From an optimization exercise on the open Yosys and OpenROAD flow, aimed at small area, a short achievable clock period and few clock cycles per item; shortcuts taken in it are not production practice.
At most, simulation tests tie the RTL to the original design; equivalence was not proved.
Power is estimated from default activity; no workload was simulated.

Setup of onyx:
==> flow/design.v (excerpt) <==
module sig_16_hw #(parameter K=16,DWIDTH=32,EXPONENT_WIDTH=8, BIAS=8'd127)(input [DWIDTH-1:0] x_in,input clk,start,rst,output reg valid, output [DWIDTH-1:0] y_out);
==> flow/config.mk <==
export PLATFORM = sky130hd
export DESIGN_NAME = sig_16_hw
export DESIGN_NICKNAME = sig_16_hw
export VERILOG_FILES = /design/flow/design.v
export SDC_FILE = /design/flow/constraint.sdc
export NUM_CORES = 4
export LEC_CHECK = 0
export ABC_AREA = 1
export CAP_MARGIN = 20
export CORE_MARGIN = 2
export CORE_UTILIZATION = 40
export CTS_BUF_LIST = sky130_fd_sc_hd__clkbuf_4
export CTS_CLUSTER_DIAMETER = 200
export CTS_CLUSTER_SIZE = 20
export PLACE_DENSITY = 0.75
export SLEW_MARGIN = 20
==> flow/constraint.sdc <==
create_clock -name core_clock -period 10.0 [get_ports {clk}]
set_input_delay 2.0000 -clock core_clock [delete_from_list [all_inputs] [get_ports {clk}]]
set_output_delay 2.0000 -clock core_clock [all_outputs]
set_load 0.01 [all_outputs]
standard.sh (not shown) runs the stock make flow with config.mk's settings and CLKGATE_MAP_FILE= SYNTH_SCRIPT=/design/flow/synth_recipe.tcl, a recipe that flattens the netlist after the stock synthesis.
==> flow/flow/run.sh <==
#!/bin/bash
# The standard layout, with the smallest buffer on the ports instead of
# the delay buffer buffer_ports would pick by itself, and timing repair
# aiming at a shorter period than the clock's.
set -euo pipefail
export BUFFER_PORTS_ARGS="-buffer_cell sky130_fd_sc_hd__buf_1"
export SETUP_SLACK_MARGIN=6.2
bash standard.sh > standard.log 2>&1
onyx | status: complete | timing, DRC, antenna: pass
Testbench counts of onyx, summed over its fixed seeds: cycles 6,392, items 3,200.
Relative to onyx, the following input files were edited for tundra:
- PLACE_DENSITY changed from 0.75 to 0.6
--- a/flow/flow/run.sh
+++ b/flow/flow/run.sh
@@ -5,4 +5,4 @@
 set -euo pipefail
 export BUFFER_PORTS_ARGS="-buffer_cell sky130_fd_sc_hd__buf_1"
-export SETUP_SLACK_MARGIN=6.2
+export SETUP_SLACK_MARGIN=6.3
 bash standard.sh > standard.log 2>&1
Mapped cell area delta (tundra -> onyx): insignificant. | register share of the cell area | tundra vs onyx | ≈ equal |. Compared with onyx, in tundra first-iteration DRC count grew by about 0.65%; number of placed instances, taps included stayed essentially flat; sum of internal, switching and leakage power now sits at about the same level; worst hold margin shows a reduction of 0.022 ns; cell count roughly the same.
### tundra -> amber
--- a/flow/flow/run.sh
+++ b/flow/flow/run.sh
@@ -5,4 +5,4 @@
 set -euo pipefail
 export BUFFER_PORTS_ARGS="-buffer_cell sky130_fd_sc_hd__buf_1"
-export SETUP_SLACK_MARGIN=6.3
+export SETUP_SLACK_MARGIN=6.4
 bash standard.sh > standard.log 2>&1
==> comparison <==
Against tundra, detailed-route wire length per cell in amber rose by a few percent. Of tundra and amber, amber shows the higher combinational fraction of design power, with tundra below it. amber: setup slack higher than tundra.
Inputs modified between amber and raven:
--- a/flow/flow/run.sh
+++ b/flow/flow/run.sh
@@ -5,4 +5,4 @@
 set -euo pipefail
 export BUFFER_PORTS_ARGS="-buffer_cell sky130_fd_sc_hd__buf_1"
-export SETUP_SLACK_MARGIN=6.4
+export SETUP_SLACK_MARGIN=6.1
 bash standard.sh > standard.log 2>&1
==> notes.md <==
- amber → raven: overall power consumption now smaller; core utilization went down 7.6 points; critical path depth went up; worst setup slack went down by 0.23 ns.
- In raven the fraction of power consumed by combinational cells turned out 4.6 points lower than in amber.
- In the reports for raven and amber, the smaller number of buffers inserted to repair setup after CTS belongs to raven.
- Going from amber to raven, maximum frequency shrank by a few percent.

========
run 1:
sig_16_hw, a different RTL version from the one above (not shown whole).
Size in the first run: about 290 cells after synthesis, roughly 7 flip-flops, roughly 1800 sq um of cells after synthesis.
==> flow/config.mk <==
export PLATFORM = sky130hd
export DESIGN_NAME = sig_16_hw
export DESIGN_NICKNAME = sig_16_hw
export VERILOG_FILES = /design/flow/design.v
export SDC_FILE = /design/flow/constraint.sdc
export NUM_CORES = 4
export LEC_CHECK = 0
export CAP_MARGIN = 20
export CORE_MARGIN = 2
export CORE_UTILIZATION = 40
export CTS_BUF_LIST = sky130_fd_sc_hd__clkbuf_2
export PLACE_DENSITY = 0.6
export SLEW_MARGIN = 20
==> flow/constraint.sdc <==
create_clock -name core_clock -period 10.0 [get_ports {clk}]
set_input_delay 2.0000 -clock core_clock [delete_from_list [all_inputs] [get_ports {clk}]]
set_output_delay 2.0000 -clock core_clock [all_outputs]
set_load 0.01 [all_outputs]
==> flow/flow/run.sh <==
#!/bin/bash
# The standard layout, with the smallest buffer on the ports instead of
# the delay buffer buffer_ports would pick by itself, and timing repair
# aiming at a shorter period than the clock's.
set -euo pipefail
export BUFFER_PORTS_ARGS="-buffer_cell sky130_fd_sc_hd__buf_1"
export SETUP_SLACK_MARGIN=6.0
bash standard.sh > standard.log 2>&1
Run 1: no failed stages, no open violations at the end
Testbench counts of run 1, summed over its fixed seeds: cycles 6,392, items 3,200.
Changes in run 2 relative to run 1:
Settings: CTS_BUF_LIST now sky130_fd_sc_hd__clkbuf_4, was sky130_fd_sc_hd__clkbuf_2; PLACE_DENSITY now 0.75, was 0.6; CTS_CLUSTER_SIZE now 20, previously not set; ABC_AREA now 1, previously not set; CTS_CLUSTER_DIAMETER now 200, previously not set; CORE_UTILIZATION now 60, was 40.
--- a/flow/flow/run.sh
+++ b/flow/flow/run.sh
@@ -5,4 +5,4 @@
 set -euo pipefail
 export BUFFER_PORTS_ARGS="-buffer_cell sky130_fd_sc_hd__buf_1"
-export SETUP_SLACK_MARGIN=6.0
+export SETUP_SLACK_MARGIN=5.6
 bash standard.sh > standard.log 2>&1
[summary]
From run 1 to run 2 the numbers moved as follows: final area moved down; synthesized net count moved up.
Per the comparison of run 2 with run 1, via count of the first global-routing pass now sits lower; die extent in y now sits lower.
[inputs] run 3 vs run 2
Settings: PLACE_DENSITY: 0.75 -> 0.6; CTS_CLUSTER_DIAMETER: 200 -> unset; CORE_UTILIZATION: 60 -> 40; CTS_BUF_LIST: sky130_fd_sc_hd__clkbuf_4 -> sky130_fd_sc_hd__clkbuf_2; CTS_CLUSTER_SIZE: 20 -> unset.
--- a/flow/flow/run.sh
+++ b/flow/flow/run.sh
@@ -5,4 +5,4 @@
 set -euo pipefail
 export BUFFER_PORTS_ARGS="-buffer_cell sky130_fd_sc_hd__buf_1"
-export SETUP_SLACK_MARGIN=5.6
+export SETUP_SLACK_MARGIN=5.3
 bash standard.sh > standard.log 2>&1
Findings:
- Changes observed in run 3 relative to run 2: met1 global-route usage fell by 12 points; part of the power in registers grew by 0.4 points; switching part of the total increased by 1.4 points relative to the old numbers; flip-flop and latch count after synthesis saw little to no change.
- The detailed-routing wirelength on met1 in run 3 was higher than what run 2 gave.
- As far as number of hold violations in the final report goes, run 2 and run 3 are indistinguishable; the numbers are identical.
- Against run 2, run 3 comes in 5.1 points lower on routing usage on met2.
- Sort run 2 and run 3 by slack of the critical path asc -> top: run 3
Setup changes, run 3 to run 4
Settings: CTS_CLUSTER_DIAMETER: unset -> 200; CTS_CLUSTER_SIZE: unset -> 20; CTS_BUF_LIST: sky130_fd_sc_hd__clkbuf_2 -> sky130_fd_sc_hd__clkbuf_4.
--- a/flow/flow/run.sh
+++ b/flow/flow/run.sh
@@ -5,4 +5,4 @@
 set -euo pipefail
 export BUFFER_PORTS_ARGS="-buffer_cell sky130_fd_sc_hd__buf_1"
-export SETUP_SLACK_MARGIN=5.3
+export SETUP_SLACK_MARGIN=5.6
 bash standard.sh > standard.log 2>&1
Findings:
- Each of the runs, namely run 3 and run 4, reached the end of the flow and came out clean.
- Changes observed in run 4 relative to run 3: final design instance area without fill went up; critical path depth saw a decrease; all-layer global routing usage saw a decrease; fill cell instance count of the final layout lower.
- NOTE cell leakage power run 3->run 4 increased slightly
- Post-detailed-routing wire length: run 4 higher than run 3
[inputs] run 5 vs run 4
Settings: CTS_CLUSTER_DIAMETER no longer set, was 200; CTS_BUF_LIST no longer set, was sky130_fd_sc_hd__clkbuf_4; CTS_CLUSTER_SIZE no longer set, was 20.
--- outcome ---
Run 4 and run 5 all finish clean.
Run 5 vs run 4, power consumed by the clock network went up by about 40%.
Reported for run 4 and run 5, count of multi-input gates turned out identical to the last digit.
Worst setup slack, run 4 and run 5: lower on run 5
As far as clock buffer count goes, run 4 and run 5 are indistinguishable; the numbers are identical.
Run 5 vs. run 4: combinational cell power about even, global-route wire length before repair moved up, number of buffers inserted during clock tree synthesis flat.
Status: final worst-path cycle share parity (run 4, run 5)
Against run 4, run 5 comes in 13 sq um higher on design area.
Where number of vias after detailed routing is concerned, run 4 is better than run 5.

========
Setup of lane 1:
sig_16_hw, a different RTL version from the one above (not shown whole).
Size: ~290 cells after synthesis, about 7 flip-flops, ~68 I/O pins.
Settings: LEC_CHECK=0, ABC_AREA=1, CAP_MARGIN=20, CORE_MARGIN=2, CORE_UTILIZATION=40, CTS_BUF_LIST=sky130_fd_sc_hd__clkbuf_4, CTS_CLUSTER_DIAMETER=200, CTS_CLUSTER_SIZE=20, PLACE_DENSITY=0.6, SLEW_MARGIN=20; clock period 10.0 ns.
==> flow/flow/run.sh <==
#!/bin/bash
# The standard layout, with the smallest buffer on the ports instead of
# the delay buffer buffer_ports would pick by itself, and timing repair
# aiming at a shorter period than the clock's.
set -euo pipefail
export BUFFER_PORTS_ARGS="-buffer_cell sky130_fd_sc_hd__buf_1"
export SETUP_SLACK_MARGIN=5.8
bash standard.sh > standard.log 2>&1
Lane 1 | status: complete | timing, DRC, antenna: pass
Modified inputs, lane 2 compared to lane 1
--- a/flow/flow/run.sh
+++ b/flow/flow/run.sh
@@ -7 +7 @@
-export SETUP_SLACK_MARGIN=5.8
+export SETUP_SLACK_MARGIN=6.6
==> notes.md <==
- Post-route total power (lane 2 / lane 1): 1.5
- Design internal power went up by more than half going from lane 1 to lane 2.
- Any difference in post-synthesis net count between lane 1 and lane 2 is small enough to ignore.
- Vias: lane 2 more than lane 1
- Taking lane 1 as the reference, in lane 2 power dissipated by switching net loads increased by about 55% relative to the old numbers, sequential power shows an increase of about 1%, area growth from synthesis to layout rose 62 points.
- Of the two values seen for launch point of the critical path, idx_q[2] was produced by lane 2 and idx_q[3] by lane 1.
- Lane 1 → lane 2: wire length higher, sequential share of layout area lower, site row count roughly the same.
- Pre-CTS worst setup slack: lane 1 vs lane 2 identical
What lane 3 does differently from lane 2 at the input level:
--- a/flow/flow/run.sh
+++ b/flow/flow/run.sh
@@ -7 +7 @@
-export SETUP_SLACK_MARGIN=6.6
+export SETUP_SLACK_MARGIN=5.6
Results
Lane 3: done, clean on timing, DRC and antenna. In lane 3, the non-clock buffer share of cell area came out 15 points below the value in lane 2. The flip-flop and latch share of the layout cell area of lane 3 exceeds that of lane 2 by 2.1 points. Delta (lane 3 minus lane 2): number of setup buffers added after CTS decreased 34, setup slack now smaller. Summary — combinational cell power, lane 3 relative to lane 2: lower, by about 50%. Sort lane 3 and lane 2 by period utilization asc -> top: lane 2. Global-route track usage on met2 (lower): lane 3. For the number of gates resized after cts, lane 3 came in 111 lower than lane 2 did. From lane 2 to lane 3 the numbers moved as follows: internal power shrank by about 35%, total wire length after detailed routing dropped 3700 um, number of optimization iterations in the first detailed-route pass fell 5.
--- input diff lane 3..lane 4 ---
--- a/flow/flow/run.sh
+++ b/flow/flow/run.sh
@@ -7 +7 @@
-export SETUP_SLACK_MARGIN=5.6
+export SETUP_SLACK_MARGIN=6.0
Fmax | lane 4 above lane 3
Lane 4: flow completed, timing, DRC and antenna clean
Lane 4 vs. lane 3: power share of the combinational group went up by 0.8 points, maximum resistive drop on vdd went up by 1.4%, setup slack went up by 0.30 ns.
Between lane 3 and lane 4, the flow reports number of global-route vias before repair increasing slightly.
Hold slack essentially unchanged between lane 4 and lane 3.
Compare lane 4 and lane 3 | final critical-path required period lower: lane 4
When the final numbers for lane 4 and lane 3 were put side by side, the period utilization turned out to be smaller in lane 4.
No functional check of the RTL was part of any run of this note.

========
sig_16_hw with an RTL version that a note above also has.
Size: ~300 cells after synthesis, about 68 I/O pins.
==> flow/config.mk <==
export PLATFORM = sky130hd
export DESIGN_NAME = sig_16_hw
export DESIGN_NICKNAME = sig_16_hw
export VERILOG_FILES = /design/flow/design.v
export SDC_FILE = /design/flow/constraint.sdc
export NUM_CORES = 4
export LEC_CHECK = 0
export ABC_AREA = 1
export CAP_MARGIN = 20
export CORE_MARGIN = 2
export CORE_UTILIZATION = 40
export CTS_BUF_LIST = sky130_fd_sc_hd__clkbuf_8
export CTS_CLUSTER_DIAMETER = 200
export CTS_CLUSTER_SIZE = 20
export PLACE_DENSITY = 0.6
export SLEW_MARGIN = 20
==> flow/constraint.sdc <==
create_clock -name core_clock -period 10.0 [get_ports {clk}]
set_input_delay 2.0000 -clock core_clock [delete_from_list [all_inputs] [get_ports {clk}]]
set_output_delay 2.0000 -clock core_clock [all_outputs]
set_load 0.01 [all_outputs]
==> flow/flow/run.sh <==
#!/bin/bash
# The standard layout, with the smallest buffer on the ports instead of
# the delay buffer buffer_ports would pick by itself, and timing repair
# aiming at a shorter period than the clock's.
set -euo pipefail
export BUFFER_PORTS_ARGS="-buffer_cell sky130_fd_sc_hd__buf_1"
export SETUP_SLACK_MARGIN=6.0
bash standard.sh > standard.log 2>&1
Testbench counts at the start, summed over its fixed seeds: cycles 6,392, items 3,200.
Rerun with:
- CTS_BUF_LIST: sky130_fd_sc_hd__clkbuf_8 -> sky130_fd_sc_hd__clkbuf_4
What happened: Flip-flop and latch count is unchanged. Hold slack got worse by 0.024 ns. Utilization went down by 0.24 points. Routed wire length went up by about 0.4%. Fmax went up by 1.3%. Global-route usage went up by 0.18 points. Non-clock buffer count does not change.
Rerun with:
--- a/flow/flow/run.sh
+++ b/flow/flow/run.sh
@@ -6,3 +6,3 @@
 export BUFFER_PORTS_ARGS="-buffer_cell sky130_fd_sc_hd__buf_1"
-export SETUP_SLACK_MARGIN=6.0
+export SETUP_SLACK_MARGIN=6.2
 bash standard.sh > standard.log 2>&1
- CTS_BUF_LIST: sky130_fd_sc_hd__clkbuf_4 -> sky130_fd_sc_hd__clkbuf_2
Effect: The changed run finished with timing, DRC and antenna clean. Total power is lower by a few percent. Global-route usage is lower by 0.18 points. Final area is higher by a few percent. Final cell count is higher slightly.
Rerun with:
- CTS_BUF_LIST: sky130_fd_sc_hd__clkbuf_2 -> sky130_fd_sc_hd__clkbuf_4
Fmax went down by 0.50%.
Sequential power went up by about 1%.
Die area does not change.
Via count went down by 1.3%.
Worst setup slack degrades by 0.019 ns.
Final cell count went down by 0.72%.
Combinational power went down by about 2%.
Total power went up by 4.4%.
Core utilization went down by 0.41 points.

========
Another version of the RTL of sig_16_hw (not shown whole).
For scale: roughly 330 cells after synthesis, ~68 I/O pins.
Design sig_16_hw, start of the top module:
module sig_16_hw #(parameter K=16,DWIDTH=32,EXPONENT_WIDTH=8, BIAS=8'd127)(input [DWIDTH-1:0] x_in,input clk,start,rst,output reg valid, output reg [DWIDTH-1:0] y_out);
function ge;
	input [30:0] a, t;
	integer i;
	begin
		ge = 1'b1;
		for (i = 0; i < 31; i = i + 1)
			ge = t[i] ? (a[i] & ge) : (a[i] | ge);
	end
endfunction
wire        s = x_in[31];
wire [30:0] a = x_in[30:0];				 
wire nan = ~ge(31'h7f800000, a);			 
wire sat = ge(a, 31'h40a00000);				 
wire zs  = a[30:23] == 8'd0;				 
reg [3:0] idx;
always @(*)
begin
	if      (ge(a, 31'h40918000)) idx = 4'd15;	 
	else if (ge(a, 31'h4085c000)) idx = 4'd14;	 
	else if (ge(a, 31'h40768000)) idx = 4'd13;	 
	else if (ge(a, 31'h40628000)) idx = 4'd12;	 
	else if (ge(a, 31'h404f0000)) idx = 4'd11;	 
	else if (ge(a, 31'h403b8000)) idx = 4'd10;	 
	else if (ge(a, 31'h40288000)) idx = 4'd9;	 
	else if (ge(a, 31'h40158000)) idx = 4'd8;	 
	else if (ge(a, 31'h40030000)) idx = 4'd7;	 
	else if (ge(a, 31'h3fe00000)) idx = 4'd6;	 
	else if (ge(a, 31'h3fbb0000)) idx = 4'd5;	 
	else if (ge(a, 31'h3f950000)) idx = 4'd4;	 
	else if (ge(a, 31'h3f600000)) idx = 4'd3;	 
	else if (ge(a, 31'h3f140000)) idx = 4'd2;	 
	else if (ge(a, 31'h3e940000)) idx = 4'd1;	 
	else                        idx = 4'd0;
end
reg [3:0] idx_q;
reg       sp_q, s_q;
always @(posedge clk)
begin
	idx_q <= {idx[3:1], idx[0] & ~nan};
	sp_q  <= nan | sat | zs;
	s_q   <= s;
	if (rst)
		valid <= 1'b0;
	else
		valid <= start;
end
reg [31:0] pos, neg;
always @(*)
begin
	case (idx_q)
	4'd0: begin pos = 32'h3f0954ae; neg = 32'h3eed56a4; end
	4'd1: begin pos = 32'h3f1b9919; neg = 32'h3ec8cdce; end
	4'd2: begin pos = 32'h3f2cc04d; neg = 32'h3ea67f66; end
	4'd3: begin pos = 32'h3f3c3e29; neg = 32'h3e8783ae; end
	4'd4: begin pos = 32'h3f49c160; neg = 32'h3e58fa80; end
	4'd5: begin pos = 32'h3f553144; neg = 32'h3e2b3af0; end
	4'd6: begin pos = 32'h3f5ea1f0; neg = 32'h3e057840; end
	4'd7: begin pos = 32'h3f6643c9; neg = 32'h3dcde1b8; end
	4'd8: begin pos = 32'h3f6c54be; neg = 32'h3d9d5a10; end
	4'd9: begin pos = 32'h3f711600; neg = 32'h3d6ea000; end
	4'd10: begin pos = 32'h3f74c578; neg = 32'h3d33a880; end
	4'd11: begin pos = 32'h3f779b0a; neg = 32'h3d064f60; end
  ...
==> flow/config.mk <==
export PLATFORM = sky130hd
export DESIGN_NAME = sig_16_hw
export DESIGN_NICKNAME = sig_16_hw
export VERILOG_FILES = /design/flow/design.v
export SDC_FILE = /design/flow/constraint.sdc
export NUM_CORES = 4
export LEC_CHECK = 0
export ABC_AREA = 1
export CAP_MARGIN = 20
export CORE_MARGIN = 2
export CORE_UTILIZATION = 40
export PLACE_DENSITY = 0.6
export SLEW_MARGIN = 20
==> flow/constraint.sdc <==
create_clock -name core_clock -period 10.0 [get_ports {clk}]
set_input_delay 2.0000 -clock core_clock [delete_from_list [all_inputs] [get_ports {clk}]]
set_output_delay 2.0000 -clock core_clock [all_outputs]
set_load 0.01 [all_outputs]
==> flow/flow/run.sh <==
#!/bin/bash
# The standard layout, with the smallest buffer on the ports instead of
# the delay buffer buffer_ports would pick by itself, and timing repair
# aiming at a shorter period than the clock's.
set -euo pipefail
export BUFFER_PORTS_ARGS="-buffer_cell sky130_fd_sc_hd__buf_1"
export SETUP_SLACK_MARGIN=5.6
bash standard.sh > standard.log 2>&1
The first run finished clean.
Testbench counts at the start, summed over its fixed seeds: cycles 6,392, items 3,200.
Then changed:
--- a/flow/flow/run.sh
+++ b/flow/flow/run.sh
@@ -5,4 +5,4 @@
 set -euo pipefail
 export BUFFER_PORTS_ARGS="-buffer_cell sky130_fd_sc_hd__buf_1"
-export SETUP_SLACK_MARGIN=5.6
+export SETUP_SLACK_MARGIN=6.0
 bash standard.sh > standard.log 2>&1
CTS_BUF_LIST = sky130_fd_sc_hd__clkbuf_2   (was default)
Outcome:
- final area increases by 7.3%
- global-route usage increases by 0.69 points
- area after synthesis stays the same
- final cell count increases by 3.2%
- wire length increases by 6.6%
- die area is unchanged
- sequential share of layout area barely changes

==> separate check: timing with driven ports <==
The flow's constraints put no driver on any port. The routed layouts listed below were extracted and timed again, unchanged, in two steps.
Step 1 sets driving cells, clkbuf_16 on the clock port and buf_2 on the other inputs (assumed; they add their load-dependent delay and slew).
Step 2 times the ports against the registers' clock, not the clock port: input delays grow and output delays shrink by t, the midpoint of the rising clock arrivals with the driver on.
a / b / c = ideal / step 1 / step 2; a / b = the first two.
| run | t, ns | setup slack, ns | worst setup path after step 2 | clock arrival spread, ns | worst data-port slew with drivers (ns) |
|---|---|---|---|---|---|
| onyx | 0.259 | 6.170 / 6.155 / 6.414 | register to output | 0.006 / 0.006 | 0.03 |
| tundra | 0.257 | 6.330 / 6.314 / 6.570 | register to output | 0.002 / 0.001 | 0.03 |
| amber | 0.257 | 6.364 / 6.348 / 6.604 | register to output | 0.002 / 0.001 | 0.03 |
| raven | 0.257 | 6.131 / 6.115 / 6.372 | register to output | 0.000 / 0.000 | 0.03 |
| run 1 | 0.241 | 5.990 / 5.973 / 6.214 | register to output | 0.003 / 0.003 | 0.03 |
| run 2 | 0.260 | 5.751 / 5.737 / 5.997 | register to output | 0.004 / 0.004 | 0.04 |
| run 3 | 0.243 | 5.545 / 5.524 / 5.767 | register to output | 0.006 / 0.006 | 0.03 |
| run 4 | 0.265 | 5.730 / 5.709 / 5.973 | register to output | 0.005 / 0.005 | 0.03 |
| run 5 | 0.243 | 5.718 / 5.694 / 5.938 | register to output | 0.003 / 0.003 | 0.03 |
| lane 1 | 0.262 | 5.967 / 5.952 / 6.213 | register to output | 0.005 / 0.005 | 0.03 |
| lane 2 | 0.265 | 6.043 / 6.028 / 6.292 | register to output | 0.009 / 0.009 | 0.04 |
| lane 3 | 0.262 | 5.791 / 5.776 / 6.038 | register to output | 0.006 / 0.006 | 0.03 |
| lane 4 | 0.262 | 6.091 / 6.075 / 6.337 | register to output | 0.005 / 0.005 | 0.03 |
| the first run of note 4 | 0.237 | 6.056 / 6.037 / 6.275 | register to output | 0.000 / 0.001 | 0.03 |
| the second run of note 4 | 0.257 | 6.107 / 6.091 / 6.348 | register to output | 0.000 / 0.001 | 0.03 |
| the third run of note 4 | 0.233 | 6.248 / 6.232 / 6.465 | register to output | 0.003 / 0.003 | 0.03 |
| the fourth run of note 4 | 0.257 | 6.229 / 6.213 / 6.470 | register to output | 0.001 / 0.000 | 0.03 |
| the first run of note 5 | 0.239 | 5.775 / 5.757 / 5.997 | register to output | 0.003 / 0.003 | 0.03 |
| the second run of note 5 | 0.249 | 6.074 / 6.058 / 6.308 | register to output | 0.005 / 0.005 | 0.03 |
After both steps every run listed still meets setup and hold.
